Background: an optimization exercise with open tools, aiming at small area. Do not read the settings as production practice.
In this exercise RTL edits were held to simulation tests only and were not proved equivalent to the original.
No activity file was given, so power comes from the tool's default toggle rates.

===== flow/config.mk =====
export PLATFORM = sky130hd
export DESIGN_NAME = tomasulim
export DESIGN_NICKNAME = tomasulim
export VERILOG_FILES = /design/flow/design.v
export SDC_FILE = /design/flow/constraint.sdc
export NUM_CORES = 4
export LEC_CHECK = 0
export ABC_AREA = 1
export CAP_MARGIN = 20
export CORE_MARGIN = 2
export CORE_UTILIZATION = 50
export CTS_BUF_LIST = sky130_fd_sc_hd__clkbuf_8
export CTS_CLUSTER_DIAMETER = 60
export CTS_CLUSTER_SIZE = 18
export PLACE_DENSITY = 0.65
export SLEW_MARGIN = 20

===== flow/constraint.sdc =====
create_clock -name core_clock -period 10.0 [get_ports {CLK}]
set_input_delay 2.0000 -clock core_clock [delete_from_list [all_inputs] [get_ports {CLK}]]
set_output_delay 2.0000 -clock core_clock [all_outputs]
set_load 0.01 [all_outputs]

===== flow/design.v =====
module ASRS(CLK, CLR, start, cont, clockInstr, R, ORd_rd, valid, confirma, cdb_tag, cdb_data, CLK_instr, instr, depR0, dataR0, depR1, dataR1);
	input CLK, CLR, start, confirma;
	input [2:0] cdb_tag;
	input [15:0] cdb_data;
	input [9:0] CLK_instr;
	input [13:0] instr;
	input [2:0] depR0, depR1;
	input [15:0] dataR0, dataR1;
	output reg [1:0] cont;
	output reg [9:0] clockInstr;
	output reg [15:0] R;
	output reg [2:0] ORd_rd;
	output reg valid;
	reg [15:0] Vj, Vk;
	reg [2:0] Qj, Qk;
	reg [2:0] rd;
	reg sub;
	always @(posedge CLK, posedge CLR) begin
		if (CLR) begin
			cont <= 2'b00;
			ORd_rd <= 3'b0;
			valid <= 1'b0;
		end else begin
			case (cont)
				2'b00: if (start) cont <= 2'b01;
				2'b01: if (Qj == 3'b0 && Qk == 3'b0) begin
					cont <= 2'b10;
					ORd_rd <= rd;
					valid <= 1'b1;
				end
				2'b10: if (confirma) cont <= 2'b00;
				default: ;
			endcase
		end
	end
	always @(posedge CLK) begin
		case (cont)
			2'b00: if (start) begin
				Vj <= dataR0;
				Vk <= dataR1;
				Qj <= depR0;
				Qk <= depR1;
				sub <= instr[1];
				rd <= instr[5:3];
				clockInstr <= CLK_instr;
			end
			2'b01: begin
				if (Qj != 3'b0 || Qk != 3'b0) begin
					if (cdb_tag == Qj) begin
						Vj <= cdb_data;
						Qj <= 3'b0;
					end
					if (cdb_tag == Qk) begin
						Vk <= cdb_data;
						Qk <= 3'b0;
					end
				end else begin
					R <= sub ? Vj - Vk : Vj + Vk;
				end
			end
			default: ;
		endcase
	end
endmodule
module LSRS(CLK, CLR, start, cont, clockInstr, A, V3, ORd_rd, ORd_st, valid, confirma, cdb_tag, cdb_data, CLK_instr, instr, depR0, dataR0, depR1, dataR1);
	input CLK, CLR, start, confirma;
	input [2:0] cdb_tag;
	input [15:0] cdb_data;
	input [9:0] CLK_instr;
	input [13:0] instr;
	input [2:0] depR0, depR1;
	input [15:0] dataR0, dataR1;
	output reg [1:0] cont;
	output reg [9:0] clockInstr;
	output reg [4:0] A;
	output reg [15:0] V3;
	output reg [2:0] ORd_rd;
	output reg ORd_st;
	output reg valid;
	reg [15:0] Vj;
	reg [4:0] Vk;
	reg [2:0] Qj, Qk;
	reg [2:0] rd;
	reg [4:0] off;
	reg st;
	wire ready = st ? (Qj == 3'b0 && Qk == 3'b0) : (Qk == 3'b0);
	always @(posedge CLK, posedge CLR) begin
		if (CLR) begin
			cont <= 2'b00;
			A <= 5'b0;
			V3 <= 16'b0;
			ORd_rd <= 3'b0;
			ORd_st <= 1'b0;
			valid <= 1'b0;
		end else begin
			case (cont)
				2'b00: if (start) cont <= 2'b01;
				2'b01: if (ready) begin
					cont <= 2'b10;
					A <= off + Vk;
					if (st) V3 <= Vj;
					ORd_rd <= rd;
					ORd_st <= st;
					valid <= 1'b1;
				end
				2'b10: if (confirma) cont <= 2'b00;
				default: ;
			endcase
		end
	end
	always @(posedge CLK) begin
		case (cont)
			2'b00: if (start) begin
				Vj <= dataR0;
				Vk <= dataR1[4:0];
				Qj <= depR0;
				Qk <= depR1;
				st <= instr[2];
				rd <= instr[5:3];
				off <= instr[13:9];
				clockInstr <= CLK_instr;
			end
			2'b01: begin
				if (st) begin
					if (Qj != 3'b0 || Qk != 3'b0) begin
						if (cdb_tag == Qj) begin
							Vj <= cdb_data;
							Qj <= 3'b0;
						end
						if (cdb_tag == Qk) begin
							Vk <= cdb_data[4:0];
							Qk <= 3'b0;
						end
					end
				end else begin
					if (Qk != 3'b0 && cdb_tag == Qk) begin
						Vk <= cdb_data[4:0];
						Qk <= 3'b0;
					end
				end
			end
			default: ;
		endcase
	end
endmodule
module tomasulim(CLK, CLR, mem_addr, mem_wdata, mem_we, mem_rdata, cdb_we, cdb_rd, cdb_tag, cdb_data);
	input CLK, CLR;
	output [4:0] mem_addr;
	output [15:0] mem_wdata;
	output mem_we;
	input [15:0] mem_rdata;
	output reg cdb_we;
	output reg [2:0] cdb_rd;
	output [3:0] cdb_tag;
	output reg [15:0] cdb_data;
	reg [2:0] step;
	reg [9:0] counter;
	reg quemSai, quemSai2;
	reg wren;				 
	reg sel;				 
	reg [15:0] Dadolido;
	reg strAddSub, strLoadStore, latencia, WMen, confLoadStore;
	wire confLoad = latencia;	 
	reg [15:0] DadoR;
	reg [1:0] IDas;
	reg [2:0] OPas_rd;
	wire OPas_v = |IDas;	 
	reg [4:0] DadoA;
	reg [1:0] IDls;
	reg [2:0] OPls_rd;
	reg OPls_isst;
	wire OPls_ld = |IDls && !OPls_isst;
	wire OPls_st = |IDls && OPls_isst;
	reg [1:0] ua_cont;
	reg [1:0] ua_id;
	reg [2:0] ua_rd;
	reg [15:0] res_data;
	reg ls_busy;
	reg [4:0] ls_addr;
	reg [1:0] ls_id;
	reg [2:0] ls_rd;
	reg [1:0] confA, confL;
	reg combo_q;
	reg [2:0] tag;
	reg [4:0] pc;
	reg [2:0] frente, tras;
	reg full;
	reg [13:0] instrs [0:7];
	reg [13:0] instr;		 
	reg [15:0] regs [0:7];
	reg [2:0] tags [0:7];
	wire [2:0] op = instr[2:0];
	wire isAS = (op == 3'b001) || (op == 3'b010);
	wire isLS = (op == 3'b011) || (op == 3'b100);
	wire adc = (step != 3'b000) && (step != 3'b001);
	wire rtr = (step == 3'b011);
	wire empty = (frente == tras) && !full;
	wire push = adc && !WMen && !full;
	wire pop = rtr && !empty;
	wire ua_busy = (ua_cont != 2'b00);
	wire confAddSub = (ua_cont == 2'b10);
	wire confAddress = ls_busy && !confLoadStore;
	wire incr = !full && !confAddress;
	wire st110 = (step == 3'b110);
	wire startA0 = st110 && isAS && !sel;
	wire startA1 = st110 && isAS && sel;
	wire startL0 = st110 && isLS && !sel;
	wire startL1 = st110 && isLS && sel;
	wire [2:0] depR0 = tags[instr[5:3]];
	wire [2:0] depR1 = tags[instr[8:6]];
	wire [15:0] dataR0 = regs[instr[5:3]];
	wire [15:0] dataR1 = regs[instr[8:6]];
	wire [1:0] contA0, contA1, contL0, contL1;
	wire [9:0] cA0, cA1, cL0, cL1;
	wire [15:0] RA0, RA1, V3L0, V3L1;
	wire [4:0] AL0, AL1;
	wire [2:0] rdA0, rdA1, rdL0, rdL1;
	wire vA0, vA1, vL0, vL1, stL0, stL1;
	ASRS Est1(CLK, CLR, startA0, contA0, cA0, RA0, rdA0, vA0, confA[0], tag, cdb_data, counter, instr, depR0, dataR0, depR1, dataR1);
	ASRS Est2(CLK, CLR, startA1, contA1, cA1, RA1, rdA1, vA1, confA[1], tag, cdb_data, counter, instr, depR0, dataR0, depR1, dataR1);
	LSRS Est5(CLK, CLR, startL0, contL0, cL0, AL0, V3L0, rdL0, stL0, vL0, confL[0], tag, cdb_data, counter, instr, depR0, dataR0, depR1, dataR1);
	LSRS Est6(CLK, CLR, startL1, contL1, cL1, AL1, V3L1, rdL1, stL1, vL1, confL[1], tag, cdb_data, counter, instr, depR0, dataR0, depR1, dataR1);
	wire busyA0 = (contA0 != 2'b00), busyA1 = (contA1 != 2'b00);
	wire busyL0 = (contL0 != 2'b00), busyL1 = (contL1 != 2'b00);
	wire despA0 = (contA0 == 2'b10), despA1 = (contA1 == 2'b10);
	wire despL0 = (contL0 == 2'b10), despL1 = (contL1 == 2'b10);
	wire as_go = (despA0 || despA1) && !ua_busy;
	wire ls_go = (despL0 || despL1) && !confAddress;
	reg [9:0] M;
	reg q_v, q2_v;
	always @* begin
		M = 10'h3ff;
		q_v = quemSai;
		q2_v = quemSai2;
		if (as_go) begin
			if (despA0 && cA0 < M) begin M = cA0; q_v = 1'b0; end
			if (despA1 && cA1 < M) begin M = cA1; q_v = 1'b1; end
		end
		if (ls_go) begin
			if (despL0 && cL0 < M) begin M = cL0; q2_v = 1'b0; end
			if (despL1 && cL1 < M) begin q2_v = 1'b1; end
		end
	end
	assign mem_addr = confAddress ? ls_addr : (pc + {4'b0, incr});
	assign mem_wdata = quemSai2 ? V3L1 : V3L0;
	assign mem_we = WMen;
	assign cdb_tag = {1'b0, tag};
	always @(posedge CLK, posedge CLR) begin
		if (CLR) begin
			step <= 3'b0;
			counter <= 10'b0;
			quemSai <= 1'b0;
			quemSai2 <= 1'b0;
			wren <= 1'b0;
			Dadolido <= 16'b0;
			strAddSub <= 1'b0;
			strLoadStore <= 1'b0;
			latencia <= 1'b0;
			WMen <= 1'b0;
			confLoadStore <= 1'b0;
		end else begin
			case (step)
				3'b000: step <= 3'b001;
				3'b001: step <= 3'b010;
				3'b010: step <= 3'b011;
				3'b011: begin
					wren <= 1'b0;
					step <= 3'b100;
				end
				3'b100: begin
					counter <= counter + 1'b1;
					step <= 3'b101;
				end
				3'b101: begin
					if (isAS) begin
						if (!busyA0) begin sel <= 1'b0; step <= 3'b110; end
						else if (!busyA1) begin sel <= 1'b1; step <= 3'b110; end
					end else if (isLS) begin
						if (!busyL0) begin sel <= 1'b0; step <= 3'b110; end
						else if (!busyL1) begin sel <= 1'b1; step <= 3'b110; end
					end else begin
						step <= 3'b010;
					end
				end
				3'b110: begin
					if (!confAddSub) begin
						if (op != 3'b100) wren <= 1'b1;
						step <= 3'b010;
					end
				end
				default: ;
			endcase
			strAddSub <= as_go;
			if (as_go) quemSai <= q_v;
			strLoadStore <= ls_go;
			if (ls_go) quemSai2 <= q2_v;
			WMen <= confAddress && OPls_st;
			confLoadStore <= confAddress && OPls_ld && latencia;
			if (confAddress && OPls_ld) begin
				if (!latencia) begin
					latencia <= 1'b1;
				end else begin
					Dadolido <= mem_rdata;
					latencia <= 1'b0;
				end
			end
		end
	end
	always @(posedge CLK) begin
		if (as_go) begin
			DadoR <= q_v ? RA1 : RA0;
			IDas <= q_v ? {vA1, 1'b0} : {1'b0, vA0};
			OPas_rd <= q_v ? rdA1 : rdA0;
		end
		if (ls_go) begin
			DadoA <= q2_v ? AL1 : AL0;
			IDls <= q2_v ? {vL1, 1'b0} : {1'b0, vL0};
			OPls_rd <= q2_v ? rdL1 : rdL0;
			OPls_isst <= q2_v ? stL1 : stL0;
		end
	end
	always @(posedge CLK, posedge CLR) begin
		if (CLR) begin
			ua_cont <= 2'b00;
			res_data <= 16'b0;
			ls_busy <= 1'b0;
			confA <= 2'b0;
			confL <= 2'b0;
			combo_q <= 1'b0;
			cdb_we <= 1'b0;
			tag <= 3'b0;
			cdb_data <= 16'b0;
			cdb_rd <= 3'b0;
		end else begin
			case (ua_cont)
				2'b00: if (strAddSub) ua_cont <= 2'b01;
				2'b01: begin
					ua_cont <= 2'b10;
					if (ua_id != 2'b00) confA <= ua_id;
				end
				2'b10: begin
					ua_cont <= 2'b00;
					if (OPas_v) res_data <= DadoR;
				end
				default: ;
			endcase
			if (confLoadStore)
				ls_busy <= 1'b0;
			else if (!ls_busy) begin
				if (strLoadStore) begin
					ls_busy <= 1'b1;
					if (IDls != 2'b00) confL <= IDls;
				end
			end else if (WMen)
				ls_busy <= 1'b0;
			combo_q <= confAddSub | confLoad;
			cdb_we <= 1'b0;
			if (combo_q && !(confAddSub | confLoad)) begin
				cdb_we <= 1'b1;
				if (!ls_busy) begin
					tag <= {1'b0, ua_id};
					cdb_data <= res_data;
					cdb_rd <= ua_rd;
				end else begin
					tag <= {|ls_id, ls_id};
					cdb_data <= Dadolido;
					cdb_rd <= ls_rd;
				end
			end
		end
	end
	always @(posedge CLK) begin
		if (ua_cont == 2'b00 && strAddSub) begin
			ua_id <= IDas;
			ua_rd <= OPas_rd;
		end
		if (!confLoadStore && !ls_busy && strLoadStore) begin
			ls_addr <= DadoA;
			ls_id <= IDls;
			ls_rd <= OPls_rd;
		end
	end
	always @(posedge CLK, posedge CLR) begin
		if (CLR) begin
			pc <= 5'b0;
			frente <= 3'b0;
			tras <= 3'b0;
			full <= 1'b0;
		end else begin
			if (incr) pc <= pc + 1'b1;
			if (push) tras <= tras + 1'b1;
			if (pop) frente <= frente + 1'b1;
			if (push && !pop)
				full <= (tras + 3'd1 == frente);
			else if (pop && !push)
				full <= 1'b0;
		end
	end
	always @(posedge CLK) begin
		if (push) instrs[tras] <= mem_rdata[13:0];
		if (pop) instr <= instrs[frente];
	end
	wire [2:0] depW = {isLS, sel, !sel};
	integer i;
	always @(posedge CLK, posedge CLR) begin
		if (CLR) begin
			for (i = 0; i < 8; i = i + 1) begin
				regs[i] <= (i == 7) ? 16'd24 : i + 1;
				tags[i] <= 3'b0;
			end
		end else begin
			if (cdb_we) begin
				regs[cdb_rd] <= cdb_data;
				tags[cdb_rd] <= 3'b0;
			end
			if (wren) tags[instr[5:3]] <= depW;
		end
	end
endmodule

===== flow/flow/run.sh =====
#!/bin/bash
set -euo pipefail
here=$(pwd)
rm -rf "$here/orfs_scripts"
cp -r "$FLOW_HOME/scripts" "$here/orfs_scripts"
cp "$here/flow/abc_area.script" "$here/orfs_scripts/abc_area.script"
sed -i 's/^  -sink_clustering_enable \\$/  -sink_clustering_enable -dont_use_dummy_load \\/' "$here/orfs_scripts/cts.tcl"
grep -q -- '-dont_use_dummy_load' "$here/orfs_scripts/cts.tcl"
bash standard.sh SCRIPTS_DIR="$here/orfs_scripts" ABC_AREA=1 finish > "$here/standard_flow.log" 2>&1

===== flow/flow/abc_area.script =====
strash
balance
rewrite
refactor
balance
rewrite
rewrite -z
balance
refactor -z
rewrite -z
balance
dch -f
amap
strash
dch -f
amap
topo
stime -c
buffer -c
upsize -c
dnsize -c

===== flow/standard.sh =====
#!/bin/bash
# synth_recipe.tcl (not shown) runs the flow's synth.tcl, then flattens the netlist and writes it again
# the make line also repeats each setting of config.mk as NAME=value (left out here)
make -C /OpenROAD-flow-scripts/flow DESIGN_CONFIG=/design/flow/config.mk WORK_HOME=/design/flow/orfs CLKGATE_MAP_FILE= SYNTH_SCRIPT=/design/flow/synth_recipe.tcl "${@:-finish}"

==> impl_metrics.tcl, run 1 <==
set metrics [dict create \
    hold_path_end "ls_rd[2]$_DFFE_PP_" \
    cts.sink_count 718 \
    worst_hold_slack_ps 423 \
    drt-initial-drc-count 2525 \
    hold_violations 0 \
    layout_nets 2960 \
    clock_path_buffers 3 \
    combinational_family_with_the_most_area_after_synthesis "compound AO/OA/AOI/OAI gates" \
    cellInternalPower_w 0.00672 \
    largest_register_ff_count 128 \
    drt-vias-per-instance 6.28 \
    proportion_of_register_bits_with_asynchronous_set_or_reset_after_synthesis_pct 44.0 \
    first_pass_iters 5 \
    layout-drive-gt1-share_pct 6.86 \
    top_reg_cell_synth "sky130_fd_sc_hd__edfxtp_1" \
    final_critical_path_setup_slack_ps 2710 \
    setup_slack_reg_to_reg_ps 2710 \
    hpwlAfterDp_um 61100 \
    synth.area.top_cells "sky130_fd_sc_hd__edfxtp_1 38%, sky130_fd_sc_hd__dfrtp_1 24%, sky130_fd_sc_hd__o22ai_1 8.5%, sky130_fd_sc_hd__inv_1 4.0%, sky130_fd_sc_hd__ha_1 3.7%" \
    postSynthRegisterBits 718 \
    holdCritStartpoint "OPls_rd[2]$_DFFE_PP_" \
    critical_path.max_fanout 21 \
    cts_root_buf "sky130_fd_sc_hd__clkbuf_8" \
    synth_area_leader_cell "sky130_fd_sc_hd__edfxtp_1" \
    ys_warnings 5 \
    cts_tree "built" \
    via_count_of_the_first_global_routing_pass 22614 \
    hold-path-cell-count 0 \
    outcome "timing/DRC/antenna clean" \
    port_buffer_count 62 \
    vias_after_detailed_routing 23181 \
    dp_worst_setup_slack_ps 2480 \
    cts_resized 0 \
    postSynthAreaPerCell_um2 11.3 \
    register_with_the_most_flip_flops "regs" \
    postLayoutCoreUtil_pct 54.6 \
    grt_overflow_total 0 \
    core_um2 62700 \
    synthCells 2795 \
    std_cell_rows 92 \
    routed_wl_um 90000 \
    die_area_um2 65100 \
    finalWeightedCongestion 0.938 \
    timing.critical_path.arrival_ps 7740 \
    clock_latency_ps 700 \
    wl_per_cell_um 24.4 \
    worstMarginPinSlew_ps 1240 \
    finalCritPeriodShare_pct 72.9 \
    r2r-start "Est1.clockInstr[2]$_DFFE_PP_" \
    post_synthesis_cell_area_um2 31600 \
    setup_violations 0 \
    timing.critical_path.slowest_cell_delay_ps 850 \
    grt_pass1_wl_um 136000 \
    final_antenna_net_count 0 \
    setup-tns-final_ps 0 \
    clock.fmax_ghz 0.137 \
    p_clk_share_pct 11.7 \
    timing.slew.headroom_pct 16.2 \
    irDropWorstVdd_v 0.000193 \
    power.density_nw_per_um2 340 \
    yosys-mux-area-fraction_pct 0 \
    floorplan.initialDensity_pct 50.3 \
    htreeDepth 2 \
    timing.reg2reg.worst_path_depth 28 \
    synth_enable_flop_cells 402 \
    groute.usage.overall_pct 27.8 \
    post_synth_fa_ha_maj_area_fraction_pct 3.98 \
    remaining_drc_errors 0 \
    grt_max_degree 189 \
    crit_path_end_kind "flip-flop" \
    rsz0062_at_grt "false" \
    finalCriticalPeriod_ps 7290 \
    net_load_switching_power_w 0.00493 \
    cp_slowest_cell "sky130_fd_sc_hd__o31ai_1" \
    synth-seq-area-share_pct 63.4 \
    biggestRegsByFlops "regs: 128 flops, instrs: 112 flops, tags: 24 flops" \
    synth_simple_gate_area_share_pct 7.36 \
    max-cap-violations 0 \
    switching_share_pct 42.3 \
    die_w_um 255 \
    ys_types 55 \
    worstSetupStartpointType "flip-flop" \
    chip_height_um 255 \
    worst_hold_path_type "flip-flop to flip-flop" \
    timing_worst_setup_path_type "flip-flop to flip-flop" \
    antenna_violations_before_repair 2 \
    cts_hold_repair.buffers 0 \
    worstReg2RegEnd "DadoA[4]$_DFFE_PP_" \
    p_leak_nw 13.2 \
    power.sequential.fraction_pct 43.5 \
    power.share.combinational_pct 44.8 \
    maxSlewViolCount 0 \
    clock_slew_at_reported_path_ffs_ps 120 \
    pin_count 64 \
    synthesized_area_fraction_occupied_by_ao_oa_aoi_and_oai_cells_pct 19.2 \
    fin_skew_ps 89.2 \
    required_ps 10450 \
    cts_made_buffers 52 \
    cts_setup_buffers 0 \
    yosys.area.top_type_share_pct 38.2 \
    flow.area_growth_from_synthesis_pct 8.48 \
    syn_nets 2911 \
    synth_xor_xnor_area_share_pct 0 \
]
==> worst max-delay path by stage <==
stage,endpoint,from
6_report,DadoA[4]$_DFFE_PP_,Est1.clockInstr[2]$_DFFE_PP_
5_1_grt,DadoA[4]$_DFFE_PP_,Est1.clockInstr[2]$_DFFE_PP_
4_1_cts,DadoA[4]$_DFFE_PP_,Est1.clockInstr[2]$_DFFE_PP_
3_5_place_dp,DadoA[4]$_DFFE_PP_,Est1.clockInstr[2]$_DFFE_PP_
3_3_place_gp,DadoA[4]$_DFFE_PP_,Est1.clockInstr[1]$_DFFE_PP_
2_1_floorplan,DadoA[4]$_DFFE_PP_,Est1.clockInstr[1]$_DFFE_PP_
==> routing by layer <==
metal	vias to the layer above	GRT usage, %	wire length, um
met5	-	0	0
met4	0	9.37	2920
met3	200	6.08	8890
met2	1139	42.8	40600
met1	11447	39.4	37700
li1	10395	-	-
==> per-stage QoR <==
| step | cell area [um^2] | total power (W) | cells |
|---|---|---|---|
| after floorplan | 31600 | 0.00819 | 2795 |
| after global placement | 33400 | 0.0100 | 3631 |
| after detailed placement | 33400 | 0.0102 | 3634 |
| after CTS | 34200 | 0.0116 | 3686 |
| after global routing | 34200 | 0.0123 | 3689 |
| final | 34200 | 0.0116 | 3689 |
==> placed cells by master, fill, tap and decap left out, types with 19 or more instances in the layout <==
master,n
sky130_fd_sc_hd__a21oi_1,135
sky130_fd_sc_hd__a221oi_1,41
sky130_fd_sc_hd__a22o_1,35
sky130_fd_sc_hd__buf_4,73
sky130_fd_sc_hd__clkbuf_8,52
sky130_fd_sc_hd__clkdlybuf4s50_1,62
sky130_fd_sc_hd__clkinv_1,24
sky130_fd_sc_hd__dfrtp_1,302
sky130_fd_sc_hd__edfxtp_1,402
sky130_fd_sc_hd__ha_1,94
sky130_fd_sc_hd__inv_1,333
sky130_fd_sc_hd__nand2_1,117
sky130_fd_sc_hd__nand3_1,19
sky130_fd_sc_hd__nor2_1,287
sky130_fd_sc_hd__nor3_1,29
sky130_fd_sc_hd__nor3_2,22
sky130_fd_sc_hd__nor4_1,20
sky130_fd_sc_hd__o21a_1,24
sky130_fd_sc_hd__o21ai_0,97
sky130_fd_sc_hd__o22a_1,22
sky130_fd_sc_hd__o22ai_1,428
sky130_fd_sc_hd__o31ai_1,20
sky130_fd_sc_hd__o32ai_1,21
==> cell type report <==
type,instances,area (um^2)
Fill cell,5355,28500
Sequential cell,718,20000
Tap cell,846,1060
Timing Repair Buffer,141,1260
Inverter,362,1360
Multi-Input combinational cell,1569,9840
Clock buffer,52,716
Antenna cell,1,2.50
==> synth_stat cells (all sizes together) (4+ instances only) <==
| cell type | count |
|---|---|
| o22a | 22 |
| a22o | 35 |
| a21o | 11 |
| o21ai | 100 |
| or2 | 8 |
| a2111oi | 12 |
| o32ai | 21 |
| nor4 | 23 |
| clkinv | 24 |
| o31ai | 21 |
| o21bai | 4 |
| nor2b | 4 |
| o22ai | 428 |
| a221o | 15 |
| nand4 | 9 |
| fa | 4 |
| o221ai | 18 |
| nand2 | 117 |
| nand2b | 11 |
| edfxtp | 402 |
| o21a | 24 |
| a211oi | 14 |
| nor3 | 54 |
| nand3 | 19 |
| clkbuf | 137 |
| ha | 94 |
| a21oi | 135 |
| dfrtp | 302 |
| nor2 | 289 |
| dfstp | 14 |
| a221oi | 42 |
| inv | 338 |
| a22oi | 4 |
| and2 | 5 |
| a31oi | 8 |
| buf | 9 |
==> worst max-delay path, delay by kind of cell, from the launching register on <==
kind | cells | cell delay (ps)
flip-flops | 1 | 370
AND/OR/NAND/NOR | 9 | 1460
buffers and inverters | 1 | 210
AO/OA/AOI/OAI | 15 | 3950
adder cells (fa/ha/maj) | 3 | 1050
==> kinds of logic (layout without fill, tap and decap cells) <==
group,count (synthesis),after routing
adder cells (fa/ha/maj),98,98
AND/OR/NAND/NOR,545,545
other,1,2
AO/OA/AOI/OAI,925,925
buffers and inverters,508,555
flip-flops,718,718
==> power by group through the flow <==
| stage | registers, W | clock network [W] | logic, W |
|---|---|---|---|
| final | 0.00507 | 0.00136 | 0.00522 |
| after CTS | 0.00506 | 0.00139 | 0.00510 |
| after detailed placement | 0.00512 | 0 | 0.00508 |
| after global routing | 0.00517 | 0.00148 | 0.00565 |
| after global placement | 0.00509 | 0 | 0.00492 |
| after floorplan | 0.00492 | 0 | 0.00326 |
==> inputs of run 2 (changes only) <==
--- a/flow/config.mk
+++ b/flow/config.mk
@@ -13,3 +13,3 @@
 export CTS_CLUSTER_DIAMETER = 60
-export CTS_CLUSTER_SIZE = 18
+export CTS_CLUSTER_SIZE = 16
 export PLACE_DENSITY = 0.65
==> run 2 against run 1 <==
Still clean on timing, DRC and antenna. Final area about the same. Non-clock buffer count unchanged. Die area stayed put. Setup slack gained 28 ps. Clock-buffer cell count increased by 2. Global-route usage hardly changed. Sequential power is essentially flat. Synthesized cell count unchanged. Clock power hardly changed. Via count down 0.24%. Critical path type unchanged.
==> impl_metrics.tcl, run 2 <==
set metrics [dict create \
    syn_nets 2911 \
    cp_num_buf_inv 1 \
    synth.area.top_cells "sky130_fd_sc_hd__edfxtp_1 38%, sky130_fd_sc_hd__dfrtp_1 24%, sky130_fd_sc_hd__o22ai_1 8.5%, sky130_fd_sc_hd__inv_1 4.0%, sky130_fd_sc_hd__ha_1 3.7%" \
    routed-wl-met3_um 9020 \
    power.density_nw_per_um2 340 \
    max-cap-violations 0 \
    postSynthAreaPerCell_um2 11.3 \
    timing_worst_setup_path_type "flip-flop to flip-flop" \
    timing.reg2reg.worst_path_depth 28 \
    biggestRegsByFlops "regs: 128 flops, instrs: 112 flops, tags: 24 flops" \
    std_cell_rows 92 \
    postPlaceCellArea_um2 33400 \
    wl_per_cell_um 24.5 \
    power.sequential.fraction_pct 43.5 \
    crit_path_end_kind "flip-flop" \
    clock_slew_at_reported_path_ffs_ps 100 \
    largest_register_ff_count 128 \
    layout_nets 2962 \
    multi_input_gate_area_in_the_final_layout_um2 9840 \
    grt_pass1_wl_um 136000 \
    layout.cells.most_common "sky130_fd_sc_hd__o22ai_1" \
    cts_tree "built" \
    postSynthRegisterBits 718 \
    worst_hold_path_type "flip-flop to flip-flop" \
    outcome "timing/DRC/antenna clean" \
    irDropWorstVdd_v 0.000189 \
    synth-seq-area-share_pct 63.4 \
    fillers 5354 \
    hold_violations 0 \
    total_power_w 0.0117 \
    floorplan.initialDensity_pct 50.3 \
    first_pass_iters 6 \
    timing.critical_path.slowest_cell_delay_ps 850 \
    routed.top_layer "met4" \
    rsz0062_at_grt "false" \
    yosys-top-cells-count "428 x sky130_fd_sc_hd__o22ai_1, 402 x sky130_fd_sc_hd__edfxtp_1, 334 x sky130_fd_sc_hd__inv_1, 302 x sky130_fd_sc_hd__dfrtp_1, 289 x sky130_fd_sc_hd__nor2_1" \
    finalCriticalPeriod_ps 7260 \
    cts_resized 0 \
    route.layer.met1.wl_um 37700 \
    flow.area_growth_from_synthesis_pct 8.56 \
    post_synthesis_cell_area_um2 31600 \
    proportion_of_register_bits_with_asynchronous_set_or_reset_after_synthesis_pct 44.0 \
    cts_root_buf "sky130_fd_sc_hd__clkbuf_8" \
    finalCritPeriodShare_pct 72.6 \
    net_load_switching_power_w 0.00492 \
    die_area_um2 65100 \
    timing.critical_path.arrival_ps 7690 \
    worstMarginPinSlew_ps 1160 \
    drt-vias-per-instance 6.27 \
    timing.slew.headroom_pct 22.3 \
    maxSlewViolCount 0 \
    hpwlAfterDp_um 61100 \
    clock_path_buffers 3 \
    critical_path.top_delay_family "compound AO/OA/AOI/OAI gates" \
    clock.fmax_ghz 0.138 \
    switching_share_pct 42.2 \
    ys_types 55 \
    ys_warnings 5 \
    antenna_violations_before_repair 2 \
    top_reg_cell_synth "sky130_fd_sc_hd__edfxtp_1" \
    core_um2 62700 \
    final_antenna_net_count 0 \
    drt-initial-drc-count 2563 \
    synthCells 2795 \
    die_w_um 255 \
    worstSetupStartpointType "flip-flop" \
    cts_setup_buffers 0 \
    cp_slowest_cell "sky130_fd_sc_hd__o31ai_1" \
    critical_path.max_fanout 21 \
    cts_made_buffers 54 \
    htreeDepth 2 \
    via_count_of_the_first_global_routing_pass 22624 \
    final_cell_area_um2 34300 \
    layout-drive-gt1-share_pct 6.93 \
    routed_wl_um 90300 \
    cts.sink_count 718 \
    p_leak_nw 13.2 \
    fin_skew_ps 77.7 \
    port_buffer_count 62 \
    cellInternalPower_w 0.00674 \
    groute.usage.overall_pct 27.8 \
    chip_height_um 255 \
    hold-path-cell-count 0 \
    synth_most_common_cell "sky130_fd_sc_hd__o22ai_1" \
    remaining_drc_errors 0 \
    p_clk_share_pct 11.8 \
    synth_enable_flop_cells 402 \
    cts_hold_repair.buffers 0 \
    clock_latency_ps 710 \
    grt_max_degree 189 \
    required_ps 10430 \
    synth_area_leader_cell "sky130_fd_sc_hd__edfxtp_1" \
    final-seq-area_um2 20000 \
    power.share.combinational_pct 44.7 \
    yosys.area.top_type_share_pct 38.2 \
    worst-path-stages 28 \
    setup-tns-final_ps 0 \
    grt_overflow_total 0 \
    wl_met2_um 40500 \
    setup_violations 0 \
    highest_count_cells_in_the_layout_ignoring_fill_and_taps "428 x sky130_fd_sc_hd__o22ai_1, 402 x sky130_fd_sc_hd__edfxtp_1, 333 x sky130_fd_sc_hd__inv_1" \
    finalWeightedCongestion 0.938 \
    register_with_the_most_flip_flops "regs" \
    pin_count 64 \
    vias_after_detailed_routing 23126 \
]
==> run 2: worst paths after layout <==
| kind | endpoint | slack, ps | start |
|---|---|---|---|
| min in group asynchronous | confLoadStore$_DFF_PP0_ | 1880 | CLR |
| max | DadoA[4]$_DFFE_PP_ | 2740 | Est1.clockInstr[2]$_DFFE_PP_ |
| min reg2reg | ls_addr[4]$_DFFE_PP_ | 430 | DadoA[4]$_DFFE_PP_ |
| min | ls_addr[4]$_DFFE_PP_ | 430 | DadoA[4]$_DFFE_PP_ |
| max in group asynchronous | regs[7][4]$_DFFE_PP1P_ | 6240 | CLR |
| max reg2reg | DadoA[4]$_DFFE_PP_ | 2740 | Est1.clockInstr[2]$_DFFE_PP_ |
==> run 2: power by group through the flow <==
stage	combinational [W]	sequential [W]	clock, W
floorplan	0.00326	0.00492	0
global placement	0.00492	0.00509	0
detailed placement	0.00508	0.00512	0
CTS	0.00510	0.00506	0.00141
global route	0.00565	0.00517	0.00150
finish	0.00521	0.00507	0.00138
==> run 2: through the flow <==
| step | util [%] | setup slack, ps | cells | hold slack [ps] |
|---|---|---|---|---|
| final | 54.6 | 2740 | 3691 | 431 |
| after global routing | 54.6 | 2050 | 3691 | 438 |
| after global placement | 53.3 | 2590 | 3631 | 401 |
| after CTS | 54.5 | 2440 | 3688 | 432 |
| after floorplan | - | 3690 | 2795 | 400 |
| after detailed placement | 53.3 | 2480 | 3634 | 410 |
==> run 2: area by class of cell <==
class / count / area share (%)
repair buffers: 141 / 3.67
clock buffers: 54 / 2.17
inverters: 362 / 3.98
flip-flops and latches: 718 / 58.4
well taps: 846 / 3.09
diodes: 1 / 0.00730
multi-input cells: 1569 / 28.7
==> run 2: logic make-up after synthesis <==
family,after synthesis,synth area share [%]
adder cells (fa/ha/maj),98,3.98
AND/OR/NAND/NOR,545,7.36
flip-flops,718,63.4
other,1,0.0119
buffers and inverters,508,6.06
AO/OA/AOI/OAI,925,19.2
==> run 2: layer usage <==
layer,vias up,track usage (%)
li1,10387,-
met4,0,9.39
met2,1160,42.8
met1,11377,39.6
met5,-,0
met3,202,5.77
==> inputs of run 3 (changes only) <==
--- a/flow/config.mk
+++ b/flow/config.mk
@@ -10,3 +10,3 @@
 export CORE_MARGIN = 2
-export CORE_UTILIZATION = 50
+export CORE_UTILIZATION = 62
 export CTS_BUF_LIST = sky130_fd_sc_hd__clkbuf_8
@@ -14,3 +14,3 @@
 export CTS_CLUSTER_SIZE = 16
-export PLACE_DENSITY = 0.65
+export PLACE_DENSITY = 0.74
 export SLEW_MARGIN = 20
==> run 3 against run 2 <==
Flip-flop and latch count stayed put. Critical path depth stayed put. Register-to-register slack better by 30 ps. Routed wire length is 0.88% lower. Combinational power hardly changed. Total power is 0.27% higher. Clock power hardly changed. Sequential power is 0.8% higher. Core utilization is 13 points higher. Synthesized area stayed put. Non-clock buffer count is 1 higher. Critical path type unchanged. Critical endpoint unchanged. Highest routed layer is now met5.
==> impl_metrics.tcl, run 3 <==
set metrics [dict create \
    maxSlewViolCount 0 \
    first_pass_iters 8 \
    drt-initial-drc-count 3079 \
    post_synthesis_cell_area_um2 31600 \
    layout.cells.most_common "sky130_fd_sc_hd__o22ai_1" \
    n_antenna_cell 0 \
    chip_height_um 230 \
    cts_made_buffers 54 \
    postSynthAreaPerCell_um2 11.3 \
    clock_slew_at_reported_path_ffs_ps 90 \
    setup_violations 0 \
    top_reg_cell_synth "sky130_fd_sc_hd__edfxtp_1" \
    syn_nets 2911 \
    synth_xor_xnor_area_share_pct 0 \
    power.density_nw_per_um2 343 \
    synth_simple_gate_area_share_pct 7.36 \
    finalWeightedCongestion 0.913 \
    timing.critical_path.slowest_cell_delay_ps 800 \
    irDropWorstVdd_v 0.000196 \
    clock.fmax_ghz 0.138 \
    yosys-mux-area-fraction_pct 0 \
    timing.critical_path.arrival_ps 7650 \
    via_count_of_the_first_global_routing_pass 22795 \
    setup_slack_reg_to_reg_ps 2770 \
    timing.reg2reg.worst_path_depth 28 \
    ys_types 55 \
    worst_hold_path_type "flip-flop to flip-flop" \
    flow.area_growth_from_synthesis_pct 7.92 \
    biggestRegsByFlops "regs: 128 flops, instrs: 112 flops, tags: 24 flops" \
    synth.area.top_cells "sky130_fd_sc_hd__edfxtp_1 38%, sky130_fd_sc_hd__dfrtp_1 24%, sky130_fd_sc_hd__o22ai_1 8.5%, sky130_fd_sc_hd__inv_1 4.0%, sky130_fd_sc_hd__ha_1 3.7%" \
    routed_wl_um 89500 \
    register_with_the_most_flip_flops "regs" \
    synthesized_area_fraction_occupied_by_ao_oa_aoi_and_oai_cells_pct 19.2 \
    cts.sink_count 718 \
    worstReg2RegEnd "DadoA[4]$_DFFE_PP_" \
    antenna_violations_before_repair 3 \
    layout_nets 2963 \
    combinational_family_with_the_most_area_after_synthesis "compound AO/OA/AOI/OAI gates" \
    yosys.area.top_type_share_pct 38.2 \
    synth_most_common_cell "sky130_fd_sc_hd__o22ai_1" \
    grt_pass1_wl_um 135000 \
    worstMarginPinSlew_ps 1280 \
    max-cap-violations 0 \
    worstSetupStartpointType "flip-flop" \
    fin_skew_ps 100 \
    synthCells 2795 \
    critical_path.top_delay_family "compound AO/OA/AOI/OAI gates" \
    floorplan.initialDensity_pct 62.9 \
    grt_max_degree 189 \
    critical_path.max_fanout 21 \
    die_area_um2 52700 \
    cts_hold_repair.buffers 0 \
    synth_area_leader_cell "sky130_fd_sc_hd__edfxtp_1" \
    postPlaceCellArea_um2 33300 \
    final_antenna_net_count 0 \
    cp_num_buf_inv 1 \
    layout-drive-gt1-share_pct 7.07 \
    yosys-top-cells-count "428 x sky130_fd_sc_hd__o22ai_1, 402 x sky130_fd_sc_hd__edfxtp_1, 334 x sky130_fd_sc_hd__inv_1, 302 x sky130_fd_sc_hd__dfrtp_1, 289 x sky130_fd_sc_hd__nor2_1" \
    post_synth_fa_ha_maj_area_fraction_pct 3.98 \
    p_leak_nw 13.2 \
    vias_after_detailed_routing 23712 \
    timing_worst_setup_path_type "flip-flop to flip-flop" \
    rsz0062_at_grt "false" \
    core_um2 50200 \
    cts_tree "built" \
    timing.slew.headroom_pct 15.0 \
    outcome "timing/DRC/antenna clean" \
    pin_count 64 \
    fillers 3701 \
    finalCriticalPeriod_ps 7230 \
    holdCritStartpoint "DadoA[0]$_DFFE_PP_" \
    required_ps 10420 \
    clock_latency_ps 730 \
    synth-seq-area-share_pct 63.4 \
    finalCritPeriodShare_pct 72.3 \
    final-seq-area_um2 20000 \
    r2r-start "Est1.clockInstr[2]$_DFFE_PP_" \
    die_w_um 230 \
    hold_path_end "ls_addr[0]$_DFFE_PP_" \
    drt-vias-per-instance 6.74 \
    grt_overflow_total 0 \
    htreeDepth 2 \
    setup-tns-final_ps 0 \
    hold-path-cell-count 0 \
    postSynthRegisterBits 718 \
    final_cell_area_um2 34100 \
    port_buffer_count 62 \
    std_cell_rows 82 \
    ys_warnings 5 \
    cts_setup_buffers 0 \
    hpwlAfterDp_um 59800 \
    synth_enable_flop_cells 402 \
    multi_input_gate_area_in_the_final_layout_um2 9870 \
    cts_root_buf "sky130_fd_sc_hd__clkbuf_8" \
    groute.usage.overall_pct 34.0 \
    crit_path_end_kind "flip-flop" \
    proportion_of_register_bits_with_asynchronous_set_or_reset_after_synthesis_pct 44.0 \
    cp_slowest_cell "sky130_fd_sc_hd__o31ai_1" \
    clock_path_buffers 3 \
    wl_per_cell_um 25.5 \
    cts_resized 0 \
    largest_register_ff_count 128 \
    highest_count_cells_in_the_layout_ignoring_fill_and_taps "428 x sky130_fd_sc_hd__o22ai_1, 402 x sky130_fd_sc_hd__edfxtp_1, 333 x sky130_fd_sc_hd__inv_1" \
    hold_violations 0 \
    remaining_drc_errors 0 \
]
[run 3: changes by cell type in the layout (fill, tap and decap cells not counted), moves of 2 or more]
| cell | previous run | this run |
|---|---|---|
| sky130_fd_sc_hd__a2111oi_1 | 0 | 2 |
| sky130_fd_sc_hd__buf_2 | 2 | 0 |
| sky130_fd_sc_hd__buf_4 | 73 | 78 |
| sky130_fd_sc_hd__nor3_2 | 22 | 20 |
| sky130_fd_sc_hd__nor3_4 | 3 | 5 |
| sky130_fd_sc_hd__nor4_1 | 20 | 17 |
| sky130_fd_sc_hd__nor4_2 | 3 | 6 |
[run 3: per-stage QoR]
step	worst slack (ps)	total power (W)	hold WS (ps)	instances	utilization (%)
2_1_floorplan	3690	0.00819	400	2795	-
3_3_place_gp	2870	0.00996	403	3462	66.3
3_5_place_dp	2760	0.0102	405	3462	66.3
4_1_cts	2740	0.0115	427	3516	67.8
5_1_grt	2020	0.0123	433	3517	67.9
6_report	2770	0.0117	425	3517	67.9
[run 3: cell families after synthesis]
logic type,Yosys count
compound gates,925
fa+ha+maj,98
buf+inv,508
flops,718
other cells,1
simple gates,545
[run 3: layout make-up]
class / count / area share (%)
repair buffers: 142 / 3.68
clock buffers: 54 / 2.18
inverters: 362 / 4.00
multi-input cells: 1569 / 29.0
flip-flops and latches: 718 / 58.7
well taps: 672 / 2.47
[run 3: power breakdown]
part / internal (W) / switching, W
logic: 0.00174 / 0.00346
clock network: 0.000482 / 0.000900
registers: 0.00451 / 0.000592
[run 3: worst max-delay path by stage]
stage / to / slack, ps / startpoint / cells past startpoint
3_5_place_dp: DadoA[4]$_DFFE_PP_ / 2760 / Est1.clockInstr[2]$_DFFE_PP_ / 28
5_1_grt: DadoA[4]$_DFFE_PP_ / 2020 / Est1.clockInstr[0]$_DFFE_PP_ / 28
3_3_place_gp: DadoA[4]$_DFFE_PP_ / 2870 / Est1.clockInstr[2]$_DFFE_PP_ / 28
2_1_floorplan: DadoA[4]$_DFFE_PP_ / 3690 / Est1.clockInstr[1]$_DFFE_PP_ / 31
6_report: DadoA[4]$_DFFE_PP_ / 2770 / Est1.clockInstr[2]$_DFFE_PP_ / 28
4_1_cts: DadoA[4]$_DFFE_PP_ / 2740 / Est1.clockInstr[2]$_DFFE_PP_ / 28
[run 3: layer usage]
layer,track usage [%],share of wire (%),up-vias
met1,49.3,40,11567
met2,50.7,44,1487
met5,0,0.020,-
li1,-,-,10393
met4,12.3,3.8,4
met3,7.71,12,261
==> inputs of run 4 (changes only) <==
--- a/flow/design.v
+++ b/flow/design.v
@@ -166,3 +166,2 @@
 	reg [2:0] OPas_rd;
-	wire OPas_v = |IDas;	 
 	reg [4:0] DadoA;
@@ -176,3 +175,2 @@
 	reg [2:0] ua_rd;
-	reg [15:0] res_data;
 	reg ls_busy;
@@ -310,3 +308,2 @@
 		if (as_go) begin
-			DadoR <= q_v ? RA1 : RA0;
 			IDas <= q_v ? {vA1, 1'b0} : {1'b0, vA0};
@@ -324,3 +321,3 @@
 			ua_cont <= 2'b00;
-			res_data <= 16'b0;
+			DadoR <= 16'b0;
 			ls_busy <= 1'b0;
@@ -334,2 +331,3 @@
 		end else begin
+			if (as_go && (q_v ? vA1 : vA0)) DadoR <= q_v ? RA1 : RA0;
 			case (ua_cont)
@@ -342,3 +340,2 @@
 					ua_cont <= 2'b00;
-					if (OPas_v) res_data <= DadoR;
 				end
@@ -361,3 +358,3 @@
 					tag <= {1'b0, ua_id};
-					cdb_data <= res_data;
+					cdb_data <= DadoR;
 					cdb_rd <= ua_rd;
--- a/flow/config.mk
+++ b/flow/config.mk
@@ -10,3 +10,3 @@
 export CORE_MARGIN = 2
-export CORE_UTILIZATION = 62
+export CORE_UTILIZATION = 50
 export CTS_BUF_LIST = sky130_fd_sc_hd__clkbuf_8
@@ -14,3 +14,3 @@
 export CTS_CLUSTER_SIZE = 16
-export PLACE_DENSITY = 0.74
+export PLACE_DENSITY = 0.65
 export SLEW_MARGIN = 20
==> run 4 against run 3 <==
Critical path type unchanged. Clock power hardly changed. Highest routed layer unchanged. Core utilization is 13 points lower. Clock skew is 23 ps lower.
==> impl_metrics.tcl, run 4 <==
set metrics [dict create \
    postSynthRegisterBits 702 \
    final_critical_path_setup_slack_ps 3180 \
    worstSetupStartpointType "flip-flop" \
    largest_register_ff_count 128 \
    yosys-top-cells-count "464 x sky130_fd_sc_hd__o22ai_1, 386 x sky130_fd_sc_hd__edfxtp_1, 322 x sky130_fd_sc_hd__inv_1, 302 x sky130_fd_sc_hd__dfrtp_1, 287 x sky130_fd_sc_hd__nor2_1" \
    total_power_w 0.0117 \
    critical_path.max_fanout 21 \
    cts.sink_count 702 \
    grt_overflow_total 0 \
    worst_hold_path_type "flip-flop to flip-flop" \
    dp.cells 3558 \
    crit_path_end_kind "flip-flop" \
    drt-initial-drc-count 2463 \
    layout-drive-gt1-share_pct 7.15 \
    grt_pass1_wl_um 135000 \
    worstMarginPinSlew_ps 1190 \
    wl_per_cell_um 24.7 \
    timing.slew.headroom_pct 20.0 \
    chip_height_um 253 \
    setup-tns-final_ps 0 \
    cts_hold_repair.buffers 0 \
    cts_root_buf "sky130_fd_sc_hd__clkbuf_8" \
    synth_area_leader_cell "sky130_fd_sc_hd__edfxtp_1" \
    yosys-mux-area-fraction_pct 0 \
    synthCells 2787 \
    core_um2 61500 \
    routed_wl_um 89400 \
    antenna_violations_before_repair 1 \
    cts_made_buffers 53 \
    final_antenna_net_count 0 \
    combinational_family_with_the_most_area_after_synthesis "compound AO/OA/AOI/OAI gates" \
    critical_path.top_delay_family "compound AO/OA/AOI/OAI gates" \
    ys_warnings 5 \
    first_pass_iters 6 \
    synth-seq-area-share_pct 62.9 \
    via_count_of_the_first_global_routing_pass 22317 \
    ys_types 54 \
    floorplan.initialDensity_pct 50.5 \
    hold_violations 0 \
    std_cell_rows 91 \
    cp_slowest_cell "sky130_fd_sc_hd__o31ai_2" \
    groute.usage.overall_pct 28.0 \
    finalCritPeriodShare_pct 68.2 \
    synth.area.top_cells "sky130_fd_sc_hd__edfxtp_1 37%, sky130_fd_sc_hd__dfrtp_1 24%, sky130_fd_sc_hd__o22ai_1 9.4%, sky130_fd_sc_hd__inv_1 3.9%, sky130_fd_sc_hd__ha_1 3.8%" \
    setup_violations 0 \
    clock_path_buffers 3 \
    flow.area_growth_from_synthesis_pct 8.30 \
    biggestRegsByFlops "regs: 128 flops, instrs: 112 flops, tags: 24 flops" \
    synthesized_area_fraction_occupied_by_ao_oa_aoi_and_oai_cells_pct 19.1 \
    synth_xor_xnor_area_share_pct 0 \
    die_w_um 253 \
    outcome "timing/DRC/antenna clean" \
    highest_count_cells_in_the_layout_ignoring_fill_and_taps "464 x sky130_fd_sc_hd__o22ai_1, 386 x sky130_fd_sc_hd__edfxtp_1, 321 x sky130_fd_sc_hd__inv_1" \
    cp_num_buf_inv 1 \
    dp_worst_setup_slack_ps 2580 \
    die_area_um2 64100 \
    htreeDepth 2 \
    yosys.area.top_type_share_pct 37.3 \
    proportion_of_register_bits_with_asynchronous_set_or_reset_after_synthesis_pct 45.0 \
    synth_simple_gate_area_share_pct 7.92 \
    clock_slew_at_reported_path_ffs_ps 100 \
    layout.cells.non_filler 3615 \
    timing_worst_setup_path_type "flip-flop to flip-flop" \
    clock_latency_ps 730 \
    remaining_drc_errors 0 \
    irDropWorstVdd_v 0.000161 \
    finalWeightedCongestion 0.906 \
    clock.fmax_ghz 0.147 \
    vias_after_detailed_routing 22898 \
    cts_setup_buffers 0 \
    top_reg_cell_synth "sky130_fd_sc_hd__edfxtp_1" \
    grt_max_degree 184 \
    cts_resized 0 \
    timing.critical_path.slowest_cell_delay_ps 620 \
    synth_enable_flop_cells 386 \
    max-cap-violations 0 \
    rsz0062_at_grt "false" \
    port_buffer_count 62 \
    hpwlAfterDp_um 60200 \
    post_synth_fa_ha_maj_area_fraction_pct 4.05 \
    required_ps 10430 \
    post_synthesis_cell_area_um2 31000 \
    pin_count 64 \
    syn_nets 2903 \
    fin_skew_ps 77.4 \
    postSynthAreaPerCell_um2 11.1 \
    cts_tree "built" \
    layout_nets 2942 \
    synth_most_common_cell "sky130_fd_sc_hd__o22ai_1" \
    timing.critical_path.arrival_ps 7250 \
    layout.cells.most_common "sky130_fd_sc_hd__o22ai_1" \
    drt-vias-per-instance 6.33 \
    finalCriticalPeriod_ps 6820 \
    maxSlewViolCount 0 \
    register_with_the_most_flip_flops "regs" \
    p_leak_nw 13.0 \
    power.density_nw_per_um2 347 \
]
run 4: cell types whose count changed after synthesis, moves of 11 or more:
cell and change:
sky130_fd_sc_hd__a2111oi_0 -11, sky130_fd_sc_hd__o22ai_1 +36, sky130_fd_sc_hd__inv_1 -12, sky130_fd_sc_hd__edfxtp_1 -16, sky130_fd_sc_hd__a22o_1 -16, sky130_fd_sc_hd__a221oi_1 -12
run 4: metrics by stage:
step | area, um^2 | hold slack [ps] | utilization [%]
6_report | 33600 | 426 | 54.7
3_3_place_gp | 32800 | 407 | 53.3
5_1_grt | 33600 | 436 | 54.7
2_1_floorplan | 31000 | 400 | -
4_1_cts | 33500 | 426 | 54.5
3_5_place_dp | 32800 | 414 | 53.4
run 4: path summary, 6_finish.rpt:
check | start | to | slack (ps) | cells past startpoint
setup / recovery | Est1.clockInstr[0]$_DFFE_PP_ | DadoA[4]$_DFFE_PP_ | 3180 | 27
hold / removal | OPas_rd[2]$_DFFE_PP_ | ua_rd[2]$_DFFE_PP_ | 430 | 0
setup reg to reg | Est1.clockInstr[0]$_DFFE_PP_ | DadoA[4]$_DFFE_PP_ | 3180 | 27
hold reg to reg | OPas_rd[2]$_DFFE_PP_ | ua_rd[2]$_DFFE_PP_ | 430 | 0
max in group asynchronous | CLR | regs[2][9]$_DFFE_PP0P_ | 6330 | 4
min in group asynchronous | CLR | step[1]$_DFFE_PP0P_ | 2150 | 3
run 4: cell families after synthesis:
| group | count (synthesis) |
|---|---|
| adders and majority gates | 98 |
| buffers and inverters | 498 |
| other | 1 |
| DFF | 702 |
| AOI/OAI and AO/OA | 920 |
| and+or+nand+nor | 568 |
run 4: layout make-up:
cell class              count  area [um^2]
well taps                 790          988
diodes                      1         2.50
fillers                  5303        27900
clock buffers              53          729
flip-flops and latches    702        19500
repair buffers            134         1190
inverters                 348         1310
multi-input cells        1587         9880
run 4: routing by layer:
| layer | vias to the layer above | share of wire, % | global-route usage, % |
|---|---|---|---|
| met4 | 2 | 4.0 | 10.6 |
| met5 | - | 0.049 | 0.541 |
| met2 | 1179 | 45 | 42.6 |
| met1 | 11155 | 42 | 39.9 |
| li1 | 10324 | - | - |
| met3 | 238 | 9.4 | 5.64 |
run 4: where the power goes:
group          switching [W]  internal, W  total [W]
Combinational        0.00349      0.00179    0.00528
Clock               0.000888     0.000473    0.00136
Sequential          0.000587      0.00442    0.00501
==> inputs of run 5 (changes only) <==
--- a/flow/config.mk
+++ b/flow/config.mk
@@ -11,5 +11,5 @@
 export CORE_UTILIZATION = 50
-export CTS_BUF_LIST = sky130_fd_sc_hd__clkbuf_8
-export CTS_CLUSTER_DIAMETER = 60
-export CTS_CLUSTER_SIZE = 16
+export CTS_BUF_LIST = sky130_fd_sc_hd__clkbuf_4 sky130_fd_sc_hd__clkbuf_8
+export CTS_CLUSTER_DIAMETER = 50
+export CTS_CLUSTER_SIZE = 12
 export PLACE_DENSITY = 0.65
==> run 5 against run 4 <==
Still clean on timing, DRC and antenna. Synthesized area unchanged. First-iteration DRC count up 15%. Clock skew about the same. Clock-buffer cell count rose by 27. Sequential power hardly changed. Final area up 1.1%. Die area unchanged. Cell count increased by 0.77%. Critical path depth stayed put. Register-to-register slack barely moved. Non-clock buffer count did not move. Largest power group unchanged.
==> impl_metrics.tcl, run 5 <==
set metrics [dict create \
    synth-seq-area-share_pct 62.9 \
    layout-drive-gt1-share_pct 8.03 \
    multi_input_gate_area_in_the_final_layout_um2 9880 \
    finalCritPeriodShare_pct 68.3 \
    worstMarginPinSlew_ps 1190 \
    finalCriticalPeriod_ps 6830 \
    critical_path.top_delay_family "compound AO/OA/AOI/OAI gates" \
    synth_area_leader_cell "sky130_fd_sc_hd__edfxtp_1" \
    yosys.area.top_type_share_pct 37.3 \
    port_buffer_count 62 \
    p_leak_nw 13.2 \
    yosys-top-cells-count "464 x sky130_fd_sc_hd__o22ai_1, 386 x sky130_fd_sc_hd__edfxtp_1, 322 x sky130_fd_sc_hd__inv_1, 302 x sky130_fd_sc_hd__dfrtp_1, 287 x sky130_fd_sc_hd__nor2_1" \
    outcome "timing/DRC/antenna clean" \
    die_area_um2 64100 \
    synthCells 2787 \
    first_pass_iters 7 \
    hold_violations 0 \
    fillers 5285 \
    cts.sink_count 702 \
    synth.area.top_cells "sky130_fd_sc_hd__edfxtp_1 37%, sky130_fd_sc_hd__dfrtp_1 24%, sky130_fd_sc_hd__o22ai_1 9.4%, sky130_fd_sc_hd__inv_1 3.9%, sky130_fd_sc_hd__ha_1 3.8%" \
    cts_setup_buffers 0 \
    postSynthAreaPerCell_um2 11.1 \
    proportion_of_register_bits_with_asynchronous_set_or_reset_after_synthesis_pct 45.0 \
    cts_hold_repair.buffers 0 \
    timing_worst_setup_path_type "flip-flop to flip-flop" \
    biggestRegsByFlops "regs: 128 flops, instrs: 112 flops, tags: 24 flops" \
    pin_count 64 \
    max-cap-violations 0 \
    dp.cells 3558 \
    cts_made_buffers 80 \
    cp_slowest_cell "sky130_fd_sc_hd__o31ai_2" \
    ys_types 54 \
    finalWeightedCongestion 0.906 \
    via_count_of_the_first_global_routing_pass 22586 \
    ys_warnings 5 \
    worstSetupStartpointType "flip-flop" \
    remaining_drc_errors 0 \
    register_with_the_most_flip_flops "regs" \
    worst_hold_path_type "flip-flop to flip-flop" \
    layout.cells.non_filler 3643 \
    cts_resized 0 \
    setup-tns-final_ps 0 \
    clock_latency_ps 690 \
    timing.slew.headroom_pct 19.7 \
    post_synthesis_cell_area_um2 31000 \
    routed_wl_um 90100 \
    highest_count_cells_in_the_layout_ignoring_fill_and_taps "464 x sky130_fd_sc_hd__o22ai_1, 386 x sky130_fd_sc_hd__edfxtp_1, 321 x sky130_fd_sc_hd__inv_1" \
    std_cell_rows 91 \
    groute.usage.overall_pct 28.3 \
    syn_nets 2903 \
    largest_register_ff_count 128 \
    wl_per_cell_um 24.7 \
    grt_pass1_wl_um 136000 \
    clock_slew_at_reported_path_ffs_ps 80 \
    grt_max_degree 184 \
    final-seq-area_um2 19500 \
    synth_enable_flop_cells 386 \
    flow.area_growth_from_synthesis_pct 9.51 \
    postSynthRegisterBits 702 \
    top_reg_cell_synth "sky130_fd_sc_hd__edfxtp_1" \
    required_ps 10410 \
    chip_height_um 253 \
    hpwlAfterDp_um 60200 \
    drt-initial-drc-count 2825 \
    synth_most_common_cell "sky130_fd_sc_hd__o22ai_1" \
    timing.critical_path.arrival_ps 7240 \
    clock_path_buffers 3 \
    critical_path.max_fanout 21 \
    crit_path_end_kind "flip-flop" \
    timing.critical_path.slowest_cell_delay_ps 620 \
    fin_skew_ps 77.7 \
    clock.fmax_ghz 0.146 \
    vias_after_detailed_routing 23132 \
    power.density_nw_per_um2 352 \
    layout.cells.most_common "sky130_fd_sc_hd__o22ai_1" \
    maxSlewViolCount 0 \
    drt-vias-per-instance 6.35 \
    final_antenna_net_count 0 \
    cp_num_buf_inv 1 \
    irDropWorstVdd_v 0.000162 \
    setup_violations 0 \
    die_w_um 253 \
    core_um2 61500 \
    rsz0062_at_grt "false" \
    grt_overflow_total 0 \
    cts_root_buf "sky130_fd_sc_hd__clkbuf_8" \
    htreeDepth 3 \
    layout_nets 2969 \
    cts_tree "built" \
    floorplan.initialDensity_pct 50.5 \
    antenna_violations_before_repair 1 \
]
[run 5: cell count changes in the layout (fill, tap and decap cells not counted), sizes merged]
cell    delta
clkbuf    +26
buf        +1
diode      +1
[run 5: area by class of cell]
class / count / area share [%]
Inverter: 348 / 3.85
Timing Repair Buffer: 134 / 3.50
Sequential cell: 702 / 57.4
Clock buffer: 80 / 3.24
Tap cell: 790 / 2.91
Antenna cell: 2 / 0.0147
Multi-Input combinational cell: 1587 / 29.1
[run 5: cells by family after synthesis]
group	Yosys count	synth area share, %
buffers and inverters	498	6.06
and+or+nand+nor	568	7.92
adders and majority gates	98	4.05
DFF	702	62.9
other	1	0.0121
AOI/OAI and AO/OA	920	19.1
[run 5: through the flow]
step,power (W),utilization [%],hold slack (ps),setup WS [ps],area [um^2]
after floorplan,0.00820,-,400,3800,31000
after global placement,0.0100,53.3,407,2770,32800
after detailed placement,0.0102,53.4,414,2580,32800
after CTS,0.0119,55.1,418,2550,33900
after global routing,0.0127,55.3,427,2460,34000
final,0.0120,55.3,418,3170,34000
[run 5: worst paths after layout]
path	start	to	slack, ps	cells past startpoint
worst max-delay path	Est1.clockInstr[0]$_DFFE_PP_	DadoA[4]$_DFFE_PP_	3170	27
worst min-delay path	OPas_rd[2]$_DFFE_PP_	ua_rd[2]$_DFFE_PP_	420	0
worst max register to register	Est1.clockInstr[0]$_DFFE_PP_	DadoA[4]$_DFFE_PP_	3170	27
worst min register to register	OPas_rd[2]$_DFFE_PP_	ua_rd[2]$_DFFE_PP_	420	0
max in group asynchronous	CLR	regs[4][10]$_DFFE_PP0P_	6210	4
min in group asynchronous	CLR	cdb_data[14]$_DFFE_PP0P_	2170	3
[run 5: power by group]
group	internal (W)	total [W]	leakage, nW	switching [W]
sequential	0.00443	0.00502	7.60	0.000590
combinational	0.00179	0.00529	5.02	0.00350
clock	0.000710	0.00165	0.575	0.000940
total	0.00693	0.0120	13.2	0.00503
[run 5: routing by layer]
layer | track usage, % | part of all wire [%] | vias up
li1 | - | - | 10387
met1 | 40.0 | 42 | 11281
met2 | 42.5 | 44 | 1197
met3 | 5.59 | 9.4 | 267
met4 | 12.5 | 4.4 | 0
met5 | 0.541 | 0 | -
==> inputs of run 6 (changes only) <==
--- a/flow/flow/run.sh
+++ b/flow/flow/run.sh
@@ -8,2 +8,2 @@
 grep -q -- '-dont_use_dummy_load' "$here/orfs_scripts/cts.tcl"
-bash standard.sh SCRIPTS_DIR="$here/orfs_scripts" ABC_AREA=1 finish > "$here/standard_flow.log" 2>&1
+bash standard.sh SCRIPTS_DIR="$here/orfs_scripts" ABC_AREA=1 "BUFFER_PORTS_ARGS=-buffer_cell sky130_fd_sc_hd__buf_1" finish > "$here/standard_flow.log" 2>&1
--- a/flow/config.mk
+++ b/flow/config.mk
@@ -11,5 +11,5 @@
 export CORE_UTILIZATION = 50
-export CTS_BUF_LIST = sky130_fd_sc_hd__clkbuf_4 sky130_fd_sc_hd__clkbuf_8
-export CTS_CLUSTER_DIAMETER = 50
-export CTS_CLUSTER_SIZE = 12
+export CTS_BUF_LIST = sky130_fd_sc_hd__clkbuf_8
+export CTS_CLUSTER_DIAMETER = 60
+export CTS_CLUSTER_SIZE = 16
 export PLACE_DENSITY = 0.65
==> run 6 against run 5 <==
Core utilization fell by 1.2 points. Largest cell class unchanged. Cell count fell by 0.74%. Fmax fell by 2.2%. Still clean. Highest routed layer is now met5. Critical path depth did not move. Die area did not move. Final area fell by 2.2%. Global-route usage fell by 0.21 points.
==> impl_metrics.tcl, run 6 <==
set metrics [dict create \
    outcome "timing/DRC/antenna clean" \
    remaining_drc_errors 0 \
    first_pass_iters 6 \
    postSynthRegisterBits 702 \
    wl_per_cell_um 24.9 \
    synth.area.top_cells "sky130_fd_sc_hd__edfxtp_1 37%, sky130_fd_sc_hd__dfrtp_1 24%, sky130_fd_sc_hd__o22ai_1 9.4%, sky130_fd_sc_hd__inv_1 3.9%, sky130_fd_sc_hd__ha_1 3.8%" \
    clock.fmax_ghz 0.143 \
    postSynthAreaPerCell_um2 11.1 \
    worstSetupStartpointType "flip-flop" \
    biggestRegsByFlops "regs: 128 flops, instrs: 112 flops, tags: 24 flops" \
    setup_violations 0 \
    finalCriticalPeriod_ps 6980 \
    core_um2 61500 \
    via_count_of_the_first_global_routing_pass 22470 \
    chip_height_um 253 \
    postLayoutCoreUtil_pct 54.1 \
    layout-drive-gt1-share_pct 7.15 \
    max-cap-violations 0 \
    critical_path.max_fanout 21 \
    synth_enable_flop_cells 386 \
    holdCritStartpoint "OPls_rd[0]$_DFFE_PP_" \
    die_area_um2 64100 \
    power.share.combinational_pct 44.6 \
    std_cell_rows 91 \
    timing.slew.headroom_pct 19.5 \
    cp_slowest_cell "sky130_fd_sc_hd__o31ai_1" \
    p_leak_nw 12.9 \
    grt_pass1_wl_um 135000 \
    final_antenna_net_count 0 \
    irDropWorstVdd_v 0.000124 \
    synthCells 2787 \
    required_ps 10450 \
    hold_path_end "ls_rd[0]$_DFFE_PP_" \
    grt_max_degree 176 \
    clock_slew_at_reported_path_ffs_ps 100 \
    ys_warnings 5 \
    setup_slack_reg_to_reg_ps 3020 \
    flow.area_growth_from_synthesis_pct 7.12 \
    synth_most_common_cell "sky130_fd_sc_hd__o22ai_1" \
    clock_latency_ps 730 \
    floorplan.initialDensity_pct 50.5 \
    worstMarginPinSlew_ps 1200 \
    fin_skew_ps 88.8 \
    groute.usage.overall_pct 28.1 \
    hpwlAfterDp_um 60200 \
    layout.cells.most_common "sky130_fd_sc_hd__o22ai_1" \
    clock_path_buffers 3 \
    power.sequential.fraction_pct 43.4 \
    top_reg_cell_synth "sky130_fd_sc_hd__edfxtp_1" \
    cts_hold_repair.buffers 0 \
    largest_register_ff_count 128 \
    hold-path-cell-count 0 \
    setup-tns-final_ps 0 \
    port_buffer_count 62 \
    ys_types 54 \
    layout_nets 2943 \
    antenna_violations_before_repair 2 \
    rsz0062_at_grt "false" \
    vias_after_detailed_routing 23095 \
    syn_nets 2903 \
    cts_resized 0 \
    proportion_of_register_bits_with_asynchronous_set_or_reset_after_synthesis_pct 45.0 \
    die_w_um 253 \
    yosys.area.top_type_share_pct 37.3 \
    register_with_the_most_flip_flops "regs" \
    fillers 5299 \
    synth-seq-area-share_pct 62.9 \
    p_clk_share_pct 12.0 \
    cts_setup_buffers 0 \
    finalCritPeriodShare_pct 69.8 \
    timing.critical_path.arrival_ps 7430 \
    crit_path_end_kind "flip-flop" \
    synth_area_leader_cell "sky130_fd_sc_hd__edfxtp_1" \
    worst_hold_path_type "flip-flop to flip-flop" \
    pin_count 64 \
    highest_count_cells_in_the_layout_ignoring_fill_and_taps "464 x sky130_fd_sc_hd__o22ai_1, 386 x sky130_fd_sc_hd__edfxtp_1, 321 x sky130_fd_sc_hd__inv_1" \
    timing_worst_setup_path_type "flip-flop to flip-flop" \
    cellInternalPower_w 0.00657 \
    maxSlewViolCount 0 \
    cts.sink_count 702 \
    cts_root_buf "sky130_fd_sc_hd__clkbuf_8" \
    worstReg2RegEnd "DadoA[4]$_DFFE_PP_" \
    drt-initial-drc-count 2795 \
    finalWeightedCongestion 0.942 \
    post_synthesis_cell_area_um2 31000 \
    htreeDepth 2 \
    yosys-top-cells-count "464 x sky130_fd_sc_hd__o22ai_1, 386 x sky130_fd_sc_hd__edfxtp_1, 322 x sky130_fd_sc_hd__inv_1, 302 x sky130_fd_sc_hd__dfrtp_1, 287 x sky130_fd_sc_hd__nor2_1" \
    timing.reg2reg.worst_path_depth 27 \
    cts_tree "built" \
    timing.critical_path.slowest_cell_delay_ps 820 \
    cts_made_buffers 55 \
    net_load_switching_power_w 0.00499 \
    drt-vias-per-instance 6.39 \
    hold_violations 0 \
    switching_share_pct 43.1 \
    r2r-start "Est1.clockInstr[1]$_DFFE_PP_" \
    power.density_nw_per_um2 348 \
    grt_overflow_total 0 \
    routed_wl_um 90100 \
]
## run 6: power by group through the flow
stage                     clock (W)  combinational, W  sequential (W)
after floorplan                   0           0.00337         0.00483
after global placement            0           0.00487         0.00503
after detailed placement          0           0.00501         0.00507
after CTS                   0.00141           0.00503         0.00501
after global routing        0.00151           0.00561         0.00511
final                       0.00138           0.00516         0.00501
## run 6: kinds of logic after synthesis
| group | after synthesis | synth area share, % |
|---|---|---|
| AOI/OAI and AO/OA | 920 | 19.1 |
| adders and majority gates | 98 | 4.05 |
| buffers and inverters | 498 | 6.06 |
| DFF | 702 | 62.9 |
| other | 1 | 0.0121 |
| and+or+nand+nor | 568 | 7.92 |
## run 6: per-stage QoR
stage / hold WS, ps / worst slack (ps) / total power (W) / instances / cell area, um^2
after CTS: 430 / 2870 / 0.0114 / 3614 / 33200
after global placement: 410 / 3060 / 0.00991 / 3557 / 32400
final: 424 / 3020 / 0.0116 / 3616 / 33200
after detailed placement: 408 / 2930 / 0.0101 / 3559 / 32400
after global routing: 435 / 2510 / 0.0122 / 3616 / 33200
after floorplan: 400 / 3800 / 0.00820 / 2787 / 31000
## run 6: layout make-up
class                      count  area [um^2]  share of cell area (%)
sequential                   702        19500                    58.7
multi-input combinational   1587         9880                    29.7
inverter                     348         1310                    3.94
tap                          790          988                    2.97
timing repair buffer         133          796                    2.39
clock buffer                  55          757                    2.28
antenna                        1         2.50                 0.00753
## run 6: worst max-delay path by stage
stage                            to  cells after the start                         start
5_1_grt          DadoA[4]$_DFFE_PP_                     27  Est1.clockInstr[1]$_DFFE_PP_
2_1_floorplan  DadoR[0]$_DFFE_PP0P_                      1                           CLR
4_1_cts          DadoA[4]$_DFFE_PP_                     27  Est1.clockInstr[1]$_DFFE_PP_
3_5_place_dp     DadoA[4]$_DFFE_PP_                     27  Est1.clockInstr[1]$_DFFE_PP_
3_3_place_gp     DadoA[4]$_DFFE_PP_                     27  Est1.clockInstr[1]$_DFFE_PP_
6_report         DadoA[4]$_DFFE_PP_                     27  Est1.clockInstr[1]$_DFFE_PP_
## run 6: worst max-delay path, delay by kind of cell, from the launching register on
kind / cells / cell delay, ps
AOI/OAI and AO/OA: 14 / 3770
and+or+nand+nor: 8 / 1090
adders and majority gates: 3 / 1040
buffers and inverters: 2 / 460
DFF: 1 / 370
## run 6: metal layers
layer | share of wire (%) | global-route usage (%) | vias to the layer above | wire length (um)
met5 | 0.014 | 0 | - | 13
met1 | 41 | 39.0 | 11375 | 37100
met3 | 9.5 | 5.98 | 259 | 8570
li1 | - | - | 10316 | -
met2 | 45 | 42.6 | 1143 | 40100
met4 | 4.8 | 12.6 | 2 | 4290

==> what the ideal ports hide <==
Ports are ideal in the flow. The routed layouts listed here were re-timed in OpenROAD.
Step 1: set_driving_cell puts a clkbuf_16 on CLK and a buf_2 on each other input, an assumption about the parent block.
Step 2 also shifts input and output timing later by t, the mid clock arrival at the registers, as if the neighbouring blocks saw the same clock.
Slacks: ideal ports / drivers / drivers and shift; pairs: ideal ports / drivers.
run	t, ns	setup slack, ns	clock arrival spread, ns	pins driven straight from the clock port
run 1	0.711	2.713 / 2.713 / 2.713	0.090 / 0.090	1
run 2	0.732	2.741 / 2.741 / 2.741	0.078 / 0.079	1
run 3	0.740	2.769 / 2.769 / 2.769	0.101 / 0.101	1
run 4	0.729	3.182 / 3.182 / 3.182	0.105 / 0.105	1
run 5	0.703	3.169 / 3.169 / 3.169	0.077 / 0.077	1
run 6	0.747	3.016 / 3.016 / 3.016	0.090 / 0.090	1
After both steps setup and hold are still met in every run listed.
